This is an optimization exercise on Yosys and OpenROAD, whose aim is small area and a short achievable clock period, not a production implementation.
Function was checked by simulation only, so behaviour that the tests miss may differ from the original.
In this run the design's own scripts or RTL, not TritonCTS, make the clock network.
The clock port is modelled as an ideal driver, which makes a skipped or thinned clock tree look cheaper than it is; a real chip needs a root buffer or a tree.

## design/flow/design.v

```verilog
module UART_TX_CTRL (
    input  wire       CLK,
    input  wire       rst,
    input  wire       send,
    input  wire       mode,      
    input  wire [7:0] cur,       
    input  wire [2:0] char,      
    output wire       ready,
    output wire       tail,      
    output wire       UART_TX
);
localparam [1:0] RDY  = 2'b01,
                 LOAD = 2'b10,
                 SEND = 2'b11;
reg        tx_bit;
reg  [1:0] tx_state;
reg  [3:0] index;
reg  [3:0] tx_tmr;
wire       bit_done = (tx_tmr == 4'd15);
always @(posedge CLK) begin
    if (rst)
        tx_state <= RDY;
    else
    case (tx_state)
        RDY:
            if (send)
                tx_state <= LOAD;
        LOAD:
            tx_state <= SEND;
        SEND:
            if (bit_done)
                tx_state <= (index == 4'd10) ? RDY : LOAD;
        default:
            tx_state <= RDY;
    endcase
end
always @(posedge CLK) begin
    if (rst || tx_state == RDY)
        tx_tmr <= 4'd0;
    else
        tx_tmr <= tx_tmr ^ {&tx_tmr[2:0], &tx_tmr[1:0], tx_tmr[0], 1'b1};
end
always @(posedge CLK) begin
    if (rst || tx_state == RDY)
        index <= 4'd0;
    else if (tx_state == LOAD)
        index <= index ^ {&index[2:0], &index[1:0], index[0], 1'b1};
end
reg  [7:0] btn_char;
always @(*) begin
    case (char)
        3'd1: btn_char = 8'h02;  
        3'd2: btn_char = 8'h41;  
        3'd3: btn_char = 8'h52;  
        3'd4: btn_char = 8'h54;  
        3'd5: btn_char = 8'h59;  
        3'd6: btn_char = 8'h0D;  
        3'd7: btn_char = 8'h0A;  
        default: btn_char = 8'h03;  
    endcase
end
reg frame_bit;
always @(*) begin
    case (index)
        4'd0: frame_bit = 1'b0;
        4'd1: frame_bit = mode ? cur[0] : btn_char[0];
        4'd2: frame_bit = mode ? cur[1] : btn_char[1];
        4'd3: frame_bit = mode ? cur[2] : btn_char[2];
        4'd4: frame_bit = mode ? cur[3] : btn_char[3];
        4'd5: frame_bit = mode ? cur[4] : btn_char[4];
        4'd6: frame_bit = mode ? cur[5] : btn_char[5];
        4'd7: frame_bit = mode ? cur[6] : btn_char[6];
        4'd8: frame_bit = mode ? cur[7] : btn_char[7];
        default: frame_bit = 1'b1;
    endcase
end
always @(posedge CLK) begin
    if (rst || tx_state == RDY)
        tx_bit <= 1'b1;
    else if (tx_state == LOAD)
        tx_bit <= frame_bit;
end
assign UART_TX = tx_bit;
assign ready   = (tx_state == RDY);
assign tail    = index[3] & (index[1] | index[0]);
endmodule
module UART_RX_CTRL (
    input  wire       CLK,
    input  wire       rst,
    input  wire       UART_RX,
    output reg  [7:0] recv_data,
    output wire       vald_data,
    output wire       vald_next    
);
localparam [2:0] WAIT_START  = 3'b001,
                 STORE_START = 3'b010,
                 STORE_DATA  = 3'b011,
                 STORE_STOP  = 3'b100,
                 STORE_LAST  = 3'b101;
reg  [2:0] rx_reg;
reg  [2:0] rx_state;
reg  [3:0] rx_tmr;
reg  [2:0] bit_count;
wire startbit_detected = rx_state[0] & rx_reg[2] & ~rx_reg[1];
wire sample_point      = (rx_tmr == 4'd0);
always @(posedge CLK) begin
    if (rst)
        rx_reg <= 3'd0;
    else
        rx_reg <= {rx_reg[1:0], UART_RX};
end
always @(posedge CLK) begin
    if (rst || startbit_detected)
        rx_tmr <= 4'd0;
    else
        rx_tmr <= rx_tmr ^ {&rx_tmr[2:0], &rx_tmr[1:0], rx_tmr[0], 1'b1};
end
always @(posedge CLK) begin
    if (rst)
        rx_state  <= WAIT_START;
    else
    case (rx_state)
        WAIT_START:
            if (startbit_detected) begin
                rx_state  <= STORE_START;
                bit_count <= 3'd0;
            end
        STORE_START:
            if (sample_point)
                rx_state <= rx_reg[1] ? WAIT_START : STORE_DATA;
        STORE_DATA:
            if (sample_point) begin
                recv_data <= {rx_reg[1], recv_data[7:1]};
                if (bit_count == 3'd7)
                    rx_state <= STORE_STOP;
                else
                    bit_count <= bit_count ^ {&bit_count[1:0], bit_count[0], 1'b1};
            end
        STORE_STOP:
            if (sample_point)
                rx_state <= rx_reg[1] ? STORE_LAST : WAIT_START;
        default:
            rx_state <= WAIT_START;
    endcase
end
assign vald_data = (rx_state == STORE_LAST);
assign vald_next = !rst && (rx_state == STORE_STOP) && sample_point && rx_reg[1];
endmodule
module FIFO (
    input  wire       CLK,
    input  wire       rst,
    input  wire       w_enable,
    input  wire       r_enable,
    input  wire       allow,
    input  wire [7:0] w_data,
    output reg  [7:0] cur,
    output reg        nempty,    
    output reg        full,      
    output reg        nempty_d,  
    output reg        full_d
);
reg        one;      
reg  [4:0] ph;
reg  [7:0] w_buf;
reg        w_pend;
reg  [7:0] w_addr;   
reg  [7:0] r_addr;   
reg        cur_ok;   
reg        hit;
reg        flush;
wire [7:0] wsel;
wire [7:0] tap [0:7];
wire [7:0] w_next;
wire [7:0] r_next;
wire [7:0] w_next2;
function [7:0] step8;
    input [7:0] x;
    step8 = {x[6:0], x[7] ^ x[5] ^ x[4] ^ x[3] ^ ~|x[6:0]};
endfunction
function [4:0] step5;
    input [4:0] x;
    step5 = {x[3:0], x[4] ^ x[2] ^ ~|x[3:0]};
endfunction
assign w_next  = step8(w_addr);
assign r_next  = step8(r_addr);
assign w_next2 = step8(w_next);
always @(posedge CLK) begin
    if (rst)
        ph <= 5'd0;
    else
        ph <= step5(ph);
end
genvar l, b;
generate
    for (l = 0; l < 8; l = l + 1) begin : lane
        for (b = 0; b < 8; b = b + 1) begin : bits
            reg [31:0] ring;
            always @(posedge CLK)
                ring <= {ring[30:0], wsel[l] ? w_buf[b] : ring[31]};
            assign tap[l][b] = ring[31];
        end
        assign wsel[l] = flush && (w_addr[2:0] == l);
    end
endgenerate
always @(posedge CLK) begin
    if (rst)
        flush <= 1'b0;
    else
        flush <= w_pend && !flush && (ph == w_addr[7:3]);
end
always @(posedge CLK) begin
    if (w_enable)
        w_buf <= w_data;
end
always @(posedge CLK) begin
    if (rst) begin
        w_pend <= 1'b0;
        w_addr <= 8'd0;
    end
    else if (w_enable) begin
        w_pend <= 1'b1;
        w_addr <= w_next;
    end
    else if (flush)
        w_pend <= 1'b0;
end
always @(posedge CLK) begin
    if (rst)
        r_addr <= 8'd1;    
    else if (r_enable)
        r_addr <= r_next;
end
wire want = allow && !cur_ok && nempty;
always @(posedge CLK) begin
    if (rst) begin
        cur_ok <= 1'b0;
        hit    <= 1'b0;
    end
    else begin
        hit <= want && !one && (ph == r_addr[7:3]);
        if (r_enable)
            cur_ok <= 1'b0;
        else if ((want && one) || hit)
            cur_ok <= 1'b1;
    end
end
always @(posedge CLK) begin
    if ((r_enable || want) && one)
        cur <= w_buf;
    else if (hit)
        cur <= tap[r_addr[2:0]];
end
always @(*) begin
    nempty_d = nempty;
    full_d   = full;
    if (rst) begin
        nempty_d = 1'b0;
        full_d   = 1'b0;
    end
    else if (w_enable && !r_enable) begin
        nempty_d = 1'b1;
        full_d   = (w_next2 == r_addr);
    end
    else if (r_enable && !w_enable) begin
        nempty_d = !one;
        full_d   = 1'b0;
    end
end
always @(posedge CLK) begin
    nempty <= nempty_d;
    full   <= full_d;
    if (rst)
        one <= 1'b0;
    else if (w_enable && !r_enable)
        one <= !nempty;
    else if (r_enable && !w_enable)
        one <= (r_next == w_addr);
end
endmodule
module UART (
    input  wire CLK,        
    input  wire rst,        
    input  wire btn_0,      
    output wire UART_TX,    
    input  wire UART_RX     
);
localparam [1:0] WAIT_ACTI = 2'd0,
                 SEND_CHAR = 2'd1,
                 RDY       = 2'd2,
                 WAIT_RDY  = 2'd3;
localparam       BTN       = 1'b0,
                 PARROT    = 1'b1;
reg  [1:0] uart_state;
reg  [3:0] str_idx;
reg        send_mode;
reg        send_char;
wire       ready;
wire       tail;
wire [7:0] recv_data;
wire       vald_data;
wire [7:0] cur;
wire       nempty;
wire       full;
wire       vald_next;
wire       nempty_d;
wire       full_d;
reg        w_enable;
reg        r_enable;
wire       acti_d = (uart_state == WAIT_ACTI && !r_enable && !btn_0) ||
                    (uart_state == WAIT_RDY && ready && (send_mode == PARROT || str_idx == 4'd8));
always @(posedge CLK) begin
    w_enable <= vald_next && !full_d;
    r_enable <= !rst && acti_d && nempty_d;
end
UART_TX_CTRL uart_tx_ctrl (
    .CLK(CLK),
    .rst(rst),
    .send(send_char),
    .mode(send_mode),
    .cur(cur),
    .char(str_idx[2:0]),       
    .ready(ready),
    .tail(tail),
    .UART_TX(UART_TX)
);
UART_RX_CTRL uart_rx_ctrl (
    .CLK(CLK),
    .rst(rst),
    .UART_RX(UART_RX),
    .recv_data(recv_data),
    .vald_data(vald_data),
    .vald_next(vald_next)
);
FIFO fifo (
    .CLK(CLK),
    .rst(rst),
    .w_enable(w_enable),
    .r_enable(r_enable),
    .allow(uart_state == WAIT_ACTI || send_mode == BTN || tail),
    .w_data(recv_data),
    .cur(cur),
    .nempty(nempty),
    .full(full),
    .nempty_d(nempty_d),
    .full_d(full_d)
);
always @(posedge CLK) begin
    if (rst) begin
        uart_state <= WAIT_ACTI;
        send_mode  <= BTN;
    end
    else
    case (uart_state)
        WAIT_ACTI:
            if (r_enable) begin
                uart_state <= SEND_CHAR;
                send_mode  <= PARROT;
            end
            else if (btn_0) begin
                uart_state <= SEND_CHAR;
                send_mode  <= BTN;
            end
        SEND_CHAR:
            uart_state <= RDY;
        RDY:
            uart_state <= WAIT_RDY;
        WAIT_RDY:
            if (ready) begin
                if (send_mode == PARROT || str_idx == 4'd8)
                    uart_state <= WAIT_ACTI;
                else
                    uart_state <= SEND_CHAR;
            end
    endcase
end
always @(posedge CLK) begin
    if (rst || uart_state == WAIT_ACTI)
        str_idx <= 4'd0;
    else if (uart_state == SEND_CHAR)
        str_idx <= str_idx ^ {&str_idx[2:0], &str_idx[1:0], str_idx[0], 1'b1};
end
always @(posedge CLK) begin
    if (rst)
        send_char <= 1'b0;
    else
        send_char <= (uart_state == SEND_CHAR);
end
endmodule
```

## design/flow/flow/run.sh

```bash
#!/bin/bash
# The standard layout flow (standard synthesis unchanged), with
#  - a buf_4 on each port instead of the default port buffer,
#  - clock-tree sink clusters of up to 36 flip-flops, no dummy loads,
#  - the clock tree rebuilt as four levels of inv_16 (post_cts.tcl,
#    retree.tcl): the leaf clusters of the CTS tree are kept, each now
#    driven by an inv_16; above them the clock port drives four inv_16,
#    each driving two, each driving two that drive the leaves; a leaf
#    with a flip-flop clock slew over 112 ps is split in two, and the
#    leaves of small clusters get smaller inverters so that every
#    flip-flop's clock arrives near the median arrival (a balanced tree),
#  - timing repair aiming at a setup slack of SETUP_MARGIN ns.
set -uo pipefail
F=$(pwd)/flow
SETUP_MARGIN=${SETUP_MARGIN:-7.2}
export FANOUTS="4 2 2"
export CELLS="sky130_fd_sc_hd__inv_16 sky130_fd_sc_hd__inv_16 sky130_fd_sc_hd__inv_16"
export LEAFCELL=sky130_fd_sc_hd__inv_16
bash standard.sh \
  BUFFER_PORTS_ARGS="-buffer_cell sky130_fd_sc_hd__buf_4" \
  CTS_ARGS="-sink_clustering_enable -repair_clock_nets -sink_clustering_size 36 -sink_clustering_max_diameter 70 -dont_use_dummy_load" \
  SKIP_CTS_REPAIR_TIMING=1 POST_CTS_TCL=$F/post_cts.tcl \
  SETUP_SLACK_MARGIN=$SETUP_MARGIN \
  finish > standard.log 2>&1
```

## design/flow/flow/post_cts.tcl

```tcl
# Runs inside ORFS's CTS step (POST_CTS_TCL), after clock_tree_synthesis
# and with the CTS step's own timing repair skipped: rebuild the clock tree
# as a tree of inverters (retree.tcl), split leaves whose clock slew is
# high, size the leaves of small clusters so that all flip-flops' clocks
# arrive together, then repair timing and legalise as the CTS step would
# have.
source [file dirname [info script]]/retree.tcl
set_propagated_clock [all_clocks]
proc legal_split {rounds} {
  for {set i 0} {$i < $rounds} {incr i} {
    detailed_placement
    if {[split_slow_leaves 0.112] == 0} break
  }
  detailed_placement
}
legal_split 4
size_leaves
detailed_placement
estimate_parasitics -placement
report_clock_skew
repair_timing_helper
legal_split 2
size_leaves
detailed_placement
check_placement -verbose
estimate_parasitics -placement
report_clock_skew
report_checks -path_delay max -group_path_count 5 -format end
report_checks -path_delay min -group_path_count 5 -format end
```

## design/flow/flow/retree.tcl

```tcl
set block [ord::get_db_block]
set db [ord::get_db]
set clknet [$block findNet CLK]
proc outterm {inst} { foreach it [$inst getITerms] { if {[$it isOutputSignal]} { return $it } } }
proc interm {inst} { foreach it [$inst getITerms] { if {[$it isInputSignal]} { return $it } } }
proc center {inst} { set b [$inst getBBox]; return [list [expr {([$b xMin]+[$b xMax])/2}] [expr {([$b yMin]+[$b yMax])/2}]] }
# collect the CTS tree: every cell on the clock net's fan-out down to the
# cells that drive flip-flops (leaves)
set tree {}
set leaves {}
set front [list $clknet]
while {[llength $front]} {
  set next {}
  foreach n $front {
    foreach it [$n getITerms] {
      if {![$it isInputSignal]} continue
      set inst [$it getInst]
      set m [[$inst getMaster] getName]
      if {![string match "*clkbuf*" $m] && ![string match "*clkinv*" $m]} continue
      set on [[outterm $inst] getNet]
      set isleaf 1
      foreach it2 [$on getITerms] {
        if {[$it2 isInputSignal] && [string match "*clkbuf*" [[[$it2 getInst] getMaster] getName]]} { set isleaf 0 }
      }
      if {$isleaf} { lappend leaves $inst } else { lappend tree $inst; lappend next $on }
    }
  }
  set front $next
}
puts "tree cells [llength $tree], leaves [llength $leaves]"
foreach t $tree {
  set n [[outterm $t] getNet]
  odb::dbInst_destroy $t
  if {$n ne "NULL" && $n ne ""} { odb::dbNet_destroy $n }
}
proc nsinks {inst} {
  set n 0
  foreach it [[[outterm $inst] getNet] getITerms] { if {[$it isInputSignal]} { incr n } }
  return $n
}
# replace leaf cells
set lmaster [$db findMaster $::env(LEAFCELL)]
set items {}
set k 0
foreach l $leaves {
  set on [[outterm $l] getNet]
  set loc [$l getLocation]
  odb::dbInst_destroy $l
  set ni [odb::dbInst_create $block $lmaster "clkleaf_$k"]
  $ni setLocation [lindex $loc 0] [lindex $loc 1]
  $ni setPlacementStatus PLACED
  [outterm $ni] connect $on
  lappend items [concat [list $ni] [center $ni]]
  incr k
}
# split a list of {inst x y} into k groups along the longer axis
proc split_pts {pts k} {
  if {$k <= 1} { return [list $pts] }
  set xs {}; set ys {}
  foreach p $pts { lappend xs [lindex $p 1]; lappend ys [lindex $p 2] }
  set xs [lsort -integer $xs]; set ys [lsort -integer $ys]
  set dx [expr {[lindex $xs end] - [lindex $xs 0]}]; set dy [expr {[lindex $ys end] - [lindex $ys 0]}]
  set idx [expr {$dx >= $dy ? 1 : 2}]
  set pts [lsort -integer -index $idx $pts]
  # split into two halves proportional to k, recursively
  set k1 [expr {$k / 2}]; set k2 [expr {$k - $k1}]
  set n1 [expr {int(round(double([llength $pts]) * $k1 / $k))}]
  return [concat [split_pts [lrange $pts 0 [expr {$n1-1}]] $k1] [split_pts [lrange $pts $n1 end] $k2]]
}
set ::rt_fanouts $::env(FANOUTS)
set ::rt_cells $::env(CELLS)
set ::rt_cnt 0
set ::rt_db $db
set ::rt_block $block
# build bottom-up: groups of items at the lowest level first needs the
# whole partition, so build top-down recursively
proc build {pts level parentnet} {
  if {$level >= [llength $::rt_fanouts]} {
    foreach p $pts { [interm [lindex $p 0]] connect $parentnet }
    return
  }
  set groups [split_pts $pts [lindex $::rt_fanouts $level]]
  set m [$::rt_db findMaster [lindex $::rt_cells $level]]
  foreach g $groups {
    if {[llength $g] == 0} continue
    set sx 0; set sy 0
    foreach p $g { set sx [expr {$sx + [lindex $p 1]}]; set sy [expr {$sy + [lindex $p 2]}] }
    set cx [expr {$sx / [llength $g]}]; set cy [expr {$sy / [llength $g]}]
    set inst [odb::dbInst_create $::rt_block $m "clktree_${level}_$::rt_cnt"]
    set net [odb::dbNet_create $::rt_block "clktree_net_${level}_$::rt_cnt"]
    incr ::rt_cnt
    $inst setLocation $cx $cy
    $inst setPlacementStatus PLACED
    $net setSigType CLOCK
    [interm $inst] connect $parentnet
    [outterm $inst] connect $net
    build $g [expr {$level+1}] $net
  }
}
build $items 0 $clknet
puts "built $::rt_cnt tree cells"
global_connect

# Split every leaf with a flip-flop whose clock slew (placement estimate) is
# over limit:
# the half of its flip-flops farther along its longer side moves to a new
# leaf cell of the same type, driven by the same parent.
proc split_slow_leaves {limit} {
  set block [ord::get_db_block]
  set db [ord::get_db]
  set nsplit 0
  estimate_parasitics -placement
  foreach inst [$block getInsts] {
    if {![string match "clkleaf_*" [$inst getName]]} continue
    set oterm [outterm $inst]
    set net [$oterm getNet]
    set slew 0
    foreach it [$net getITerms] {
      if {![$it isInputSignal]} continue
      set s [get_property [get_pins [[$it getInst] getName]/[[$it getMTerm] getName]] slew_max]
      if {$s > $slew} { set slew $s }
    }
    if {$slew <= $limit} continue
    set sinks {}
    foreach it [$net getITerms] {
      if {[$it isInputSignal]} { lappend sinks [concat [list $it] [center [$it getInst]]] }
    }
    set xs {}; set ys {}
    foreach p $sinks { lappend xs [lindex $p 1]; lappend ys [lindex $p 2] }
    set xs [lsort -integer $xs]; set ys [lsort -integer $ys]
    set idx [expr {[lindex $xs end] - [lindex $xs 0] >= [lindex $ys end] - [lindex $ys 0] ? 1 : 2}]
    set sinks [lsort -integer -index $idx $sinks]
    set half [lrange $sinks [expr {[llength $sinks] / 2}] end]
    set sx 0; set sy 0
    foreach p $half { set sx [expr {$sx + [lindex $p 1]}]; set sy [expr {$sy + [lindex $p 2]}] }
    set ni [odb::dbInst_create $block [$inst getMaster] "[$inst getName]_s"]
    $ni setLocation [expr {$sx / [llength $half]}] [expr {$sy / [llength $half]}]
    $ni setPlacementStatus PLACED
    set nn [odb::dbNet_create $block "[$net getName]_s"]
    $nn setSigType CLOCK
    [interm $ni] connect [[interm $inst] getNet]
    [outterm $ni] connect $nn
    foreach p $half { set it [lindex $p 0]; $it disconnect; $it connect $nn }
    puts "split [$inst getName]: slew [format %.3f $slew], [llength $sinks] sinks"
    incr nsplit
  }
  global_connect
  return $nsplit
}

# Size the leaf inverters of the small clusters so that their flip-flops'
# clocks arrive with the others' (at the median arrival of all flip-flops),
# not earlier: for each leaf driving fewer flip-flops than the largest
# cluster, pick the inverter size whose flip-flops' mean clock arrival
# (placement estimate) is closest to that median, keeping their clock slew
# within 105 ps.
proc leaf_arrival {inst} {
  set sum 0.0; set n 0
  foreach it [[[outterm $inst] getNet] getITerms] {
    if {![$it isInputSignal]} continue
    set sum [expr {$sum + [get_property [get_pins [[$it getInst] getName]/[[$it getMTerm] getName]] arrival_max_rise]}]
    incr n
  }
  return [expr {$n ? $sum / $n : 0}]
}
proc leaf_slew {inst} {
  set w 0
  foreach it [[[outterm $inst] getNet] getITerms] {
    if {![$it isInputSignal]} continue
    set x [get_property [get_pins [[$it getInst] getName]/[[$it getMTerm] getName]] slew_max]
    if {$x > $w} { set w $x }
  }
  return $w
}
proc size_leaves {} {
  set block [ord::get_db_block]
  set db [ord::get_db]
  estimate_parasitics -placement
  set arr {}
  foreach pin [get_pins -of_objects [all_registers] -filter "direction==input"] {
    if {[get_property $pin is_clock]} { lappend arr [get_property $pin arrival_max_rise] }
  }
  set arr [lsort -real $arr]
  set median [lindex $arr [expr {[llength $arr] / 2}]]
  set leaves {}
  set nmax 0
  foreach inst [$block getInsts] {
    if {![string match "clkleaf_*" [$inst getName]]} continue
    set n [nsinks $inst]
    lappend leaves [list $inst $n]
    if {$n > $nmax} { set nmax $n }
  }
  set k 0
  foreach l $leaves {
    lassign $l inst n
    if {$n >= 0.8 * $nmax} continue
    # options: the leaf's size, and optionally a buffer between the leaf
    # and its parent to add delay, as clock-tree balancing does
    set pnet [[interm $inst] getNet]
    set dname "[$inst getName]_dly"
    set dnet [odb::dbNet_create $block "${dname}_net"]
    $dnet setSigType CLOCK
    set best ""; set bestd 1e9
    foreach d {none} {
      if {$d ne "none"} {
        set b [odb::dbInst_create $block [$db findMaster sky130_fd_sc_hd__$d] $dname]
        lassign [center $inst] cx cy
        $b setLocation $cx $cy
        $b setPlacementStatus PLACED
        [interm $inst] disconnect
        [interm $b] connect $pnet
        [outterm $b] connect $dnet
        [interm $inst] connect $dnet
      }
      foreach s {1 2 4 6 8 12 16} {
        $inst swapMaster [$db findMaster sky130_fd_sc_hd__inv_$s]
        estimate_parasitics -placement
        if {[leaf_slew $inst] > 0.105} continue
        set dd [expr {abs([leaf_arrival $inst] - $median)}]
        if {$dd < $bestd} { set bestd $dd; set best [list $d $s] }
      }
      if {$d ne "none"} {
        [interm $inst] disconnect
        odb::dbInst_destroy $b
        [interm $inst] connect $pnet
      }
    }
    if {$best eq ""} { set best {none 16} }
    lassign $best d s
    $inst swapMaster [$db findMaster sky130_fd_sc_hd__inv_$s]
    if {$d ne "none"} {
      set b [odb::dbInst_create $block [$db findMaster sky130_fd_sc_hd__$d] $dname]
      lassign [center $inst] cx cy
      $b setLocation $cx $cy
      $b setPlacementStatus PLACED
      [interm $inst] disconnect
      [interm $b] connect $pnet
      [outterm $b] connect $dnet
      [interm $inst] connect $dnet
    } else {
      odb::dbNet_destroy $dnet
    }
    puts "leaf [$inst getName]: $n flip-flops, inv_$s, delay $d, [format %.3f $bestd] ns from the median clock arrival"
  }
  global_connect
  estimate_parasitics -placement
}
```

## design/flow/standard.sh

```bash
#!/bin/bash
# synth_recipe.tcl (not shown) runs the flow's synth.tcl, then flattens the netlist and writes it again
# the make line also repeats each setting of config.mk as NAME=value (left out here)
make -C /OpenROAD-flow-scripts/flow DESIGN_CONFIG=/design/flow/config.mk WORK_HOME=/design/flow/orfs CLKGATE_MAP_FILE= SYNTH_SCRIPT=/design/flow/synth_recipe.tcl "${@:-finish}"
```

## design/flow/config.mk

```make
export PLATFORM = sky130hd
export DESIGN_NAME = UART
export DESIGN_NICKNAME = UART
export VERILOG_FILES = /design/flow/design.v
export SDC_FILE = /design/flow/constraint.sdc
export NUM_CORES = 4
export LEC_CHECK = 0
export ABC_AREA = 1
export CAP_MARGIN = 20
export CORE_MARGIN = 2
export CORE_UTILIZATION = 65
export SLEW_MARGIN = 20
```

## design/flow/constraint.sdc

```tcl
create_clock -name core_clock -period 10.0 [get_ports {CLK}]
set_input_delay 2.0000 -clock core_clock [delete_from_list [all_inputs] [get_ports {CLK}]]
set_output_delay 2.0000 -clock core_clock [all_outputs]
set_load 0.01 [all_outputs]
```

==> summary.txt <==
how the worst min path moves through the flow:
stage	from	to	slack, ns	cells past startpoint
after floorplan	fifo.lane[0].bits[0].ring[9]	fifo.lane[0].bits[0].ring[10]	0.31	0
after global placement	fifo.lane[4].bits[7].ring[17]	fifo.lane[4].bits[7].ring[18]	0.31	0
after detailed placement	fifo.lane[1].bits[7].ring[3]	fifo.lane[1].bits[7].ring[4]	0.31	0
after global routing	fifo.lane[5].bits[7].ring[0]	fifo.lane[5].bits[7].ring[1]	0.30	0
final	fifo.lane[5].bits[7].ring[0]	fifo.lane[5].bits[7].ring[1]	0.29	0
layout make-up:
cell class | instances | area, µm²
inverters | 199 | 2200
flip-flops and latches | 2134 | 43000
diodes | 3 | 7.51
repair buffers | 6 | 57.6
well taps | 940 | 1180
multi-input cells | 565 | 2860
fillers | 4272 | 21000
worst max-delay path, stage by stage:
cell and delay (ns):
buf_4 0.22, clkinvlp_4 0.15, o21ai_0 0.10, a31oi_1 0.31
placed cells by master (no fill, tap or decap), drive strengths merged:
cell type	count
and3	1
o2111ai	4
o211ai	3
or2	1
edfxtp	27
o22a	1
a211oi	1
a22oi	1
nor4	2
nor3	7
nand4	13
dfxtp	2107
a2111oi	2
o221ai	1
xnor2	5
inv	198
buf	6
nand3b	2
o22ai	14
o21ai	99
nand3	44
clkinvlp	1
nand2	207
o31ai	1
a31oi	5
xor2	3
a221oi	1
a21oi	55
diode	3
nor2	69
ha	23
synth_stat cells:
cell type,n,area (µm²)
edfxtp_1,27,811
nand2_1,201,754
o31ai_1,1,7.51
xor2_1,3,26.3
nand3_1,44,220
nand4_1,12,75.1
a31oi_1,5,31.3
o2111ai_1,4,35.0
a21oi_1,55,275
o21ai_0,98,490
dfxtp_1,2107,42200
o22ai_1,14,87.6
inv_2,9,33.8
o22a_2,1,10.0
a22oi_1,1,7.51
nand3b_1,2,15.0
or2_2,1,6.26
inv_1,96,360
nor2_8,1,20.0
buf_6,6,67.6
o221ai_1,1,8.76
ha_1,23,288
nor4_1,2,12.5
and3_1,1,6.26
nand4_2,1,12.5
nor3_1,6,30.0
o211ai_1,3,22.5
nor2_1,65,244
a221oi_1,1,8.76
nand2_4,1,11.3
a2111oi_0,2,17.5
nor2_2,3,18.8
buf_4,1,7.51
xnor2_1,5,43.8
clkbuf_1,8,30.0
buf_2,4,20.0
nor3_2,1,10.0
a211oi_1,1,7.51
nand2_2,5,31.3
o21ai_2,1,8.76
report_power, final:
part,switching [mW],internal [mW]
clock network,3.09,0.629
registers,0.0206,8.53
logic,0.0838,0.0429
total,3.20,9.21
metal layers:
| layer | GRT usage (%) | up-vias |
|---|---|---|
| met5 | 0 | - |
| met4 | 5.71 | 2 |
| met3 | 3.10 | 132 |
| met2 | 31.8 | 309 |
| met1 | 27.2 | 8554 |
| li1 | - | 8940 |
cell families (layout without fill, tap and decap cells):
family | count (synthesis) | after routing | share of synthesized area, %
AO/OA/AOI/OAI | 188 | 188 | 2.20
XOR/XNOR | 8 | 8 | 0.151
adder cells (fa/ha/maj) | 23 | 23 | 0.621
buffers and inverters | 124 | 205 | 1.12
flip-flops | 2134 | 2134 | 92.7
other | 0 | 3 | 0
AND/OR/NAND/NOR | 346 | 346 | 3.17
through the flow:
step | hold WS (ns) | std cells
floorplan | 0.310 | 2823
global placement | 0.309 | 3748
detailed placement | 0.312 | 3748
global route | 0.296 | 3844
finish | 0.292 | 3847
==> out/metrics.cfg <==
[final_layout]
final_area_um2=49300
largest_reg_flops=2048
fin_util_pct=70.2
num-nets-final=2933
drive_gt1_share_pct=4.41
regMostFlops=fifo.lane.bits.ring
area_growth_syn_to_layout_pct=6.35

[global_routing]
grt_start_max_net_pins=37
grt_pass1_vias=18400
antenna_found_initial=7
grt_pass1_wl_um=108000
grt_use_total_pct=19.5
grt_overflow=0

[die]
die_h_um=271
die_area_um2=73500
core_um2=70300
rows=97
ios=5
die_x_um=271
start_util_pct=66.0

[synth]
yosys.cell_types.count=40
syn_area_um2=46400
seq_area_frac_synth_pct=92.7
synth.avg_cell_area_um2=16.4
postSynthCellCount=2823
ys_ff_latch=2134
syn_nets=2850
ys_warn_count=4

[worst_setup_path]
ff2ff_setup_slack_ns=7.63
worstSetupPathType=input port to flop
crit_end=uart_rx_ctrl.bit_count[0]
cp_max_fo=25
ff2ff_path_depth=9
endpoint_kind=flop
r2r-end=fifo.cur[3]
worst_ep_arrival_time_ns=2.80
reg2reg_from=fifo.r_addr[2]
start_kind=input port
setup.worst_path.start=rst
crit_required_ns=10.00

[timing]
slew_headroom_pct=25.4
grt_setup_unrepaired=yes
final.setup_skew_ns=0.0749
fmax_ghz=0.357
finalSetupViolCount=0
min_period_ns=2.80
setup_tns_ns=0
worst_pin_slew_ns=1.12
fin_crit_sh_pct=28.0
hold_viol_final=0
setup_ws_ns=7.20
slew_viol_final=0

[drt]
routed-wl-met2_um=32900
via_count=17900
ant_nets=0
dr.max_layer_used=met5
dr_wl_met3_um=2150
post_drt_wl_per_cell_um=18.3
route.final.wire_length_um=70300
first_pass_iters=5
wl_met1_um=33200
drt_iter0_drc=1268
vias_per_cell=4.66
drc=0

[clock_tree]
clkTransAtPathRegs_ns=0.11
clock-sinks=2134
insertion_delay_ns=0.36

[placement]
preCtsSetupSlack_ns=6.28
port_buffers=4
dpl.hpwl_um=36600
gp_congestion=0.880
placed_cell_area_um2=47400

[worst_hold_path]
hold_path_class=flop to flop

[flow_run]
maxCapViolations=0

[power_and_ir_drop]
vdd_drop_max_uv=227
power_mw=12.4
leakagePower_nw=19.6
p_per_area_nw_per_um2=252

[outcome]
status=no timing/DRC/antenna violations

[re-timing with driven ports]
The flow's constraints put no driver on any port. The routed layout listed below was extracted and timed again, unchanged, in two steps.
Step 1 sets driving cells, clkbuf_16 on the clock port and buf_2 on the other inputs (assumed; they add their load-dependent delay and slew).
Step 2, shift: input delay + t, output delay - t, t = (earliest + latest rising clock arrival at the registers) / 2. This alone moves slack from input paths to output paths.
a / b / c = ideal / step 1 / step 2; a / b = the first two.
t, ns: 0.544
setup slack, ns: 7.199 / 7.026 / 6.849
hold WS [ns]: 0.292 / 0.292 / 0.292
After both steps this run still meets setup and hold. The setup slack of this run moves by -0.173 ns with the drivers and by -0.350 ns with both steps.
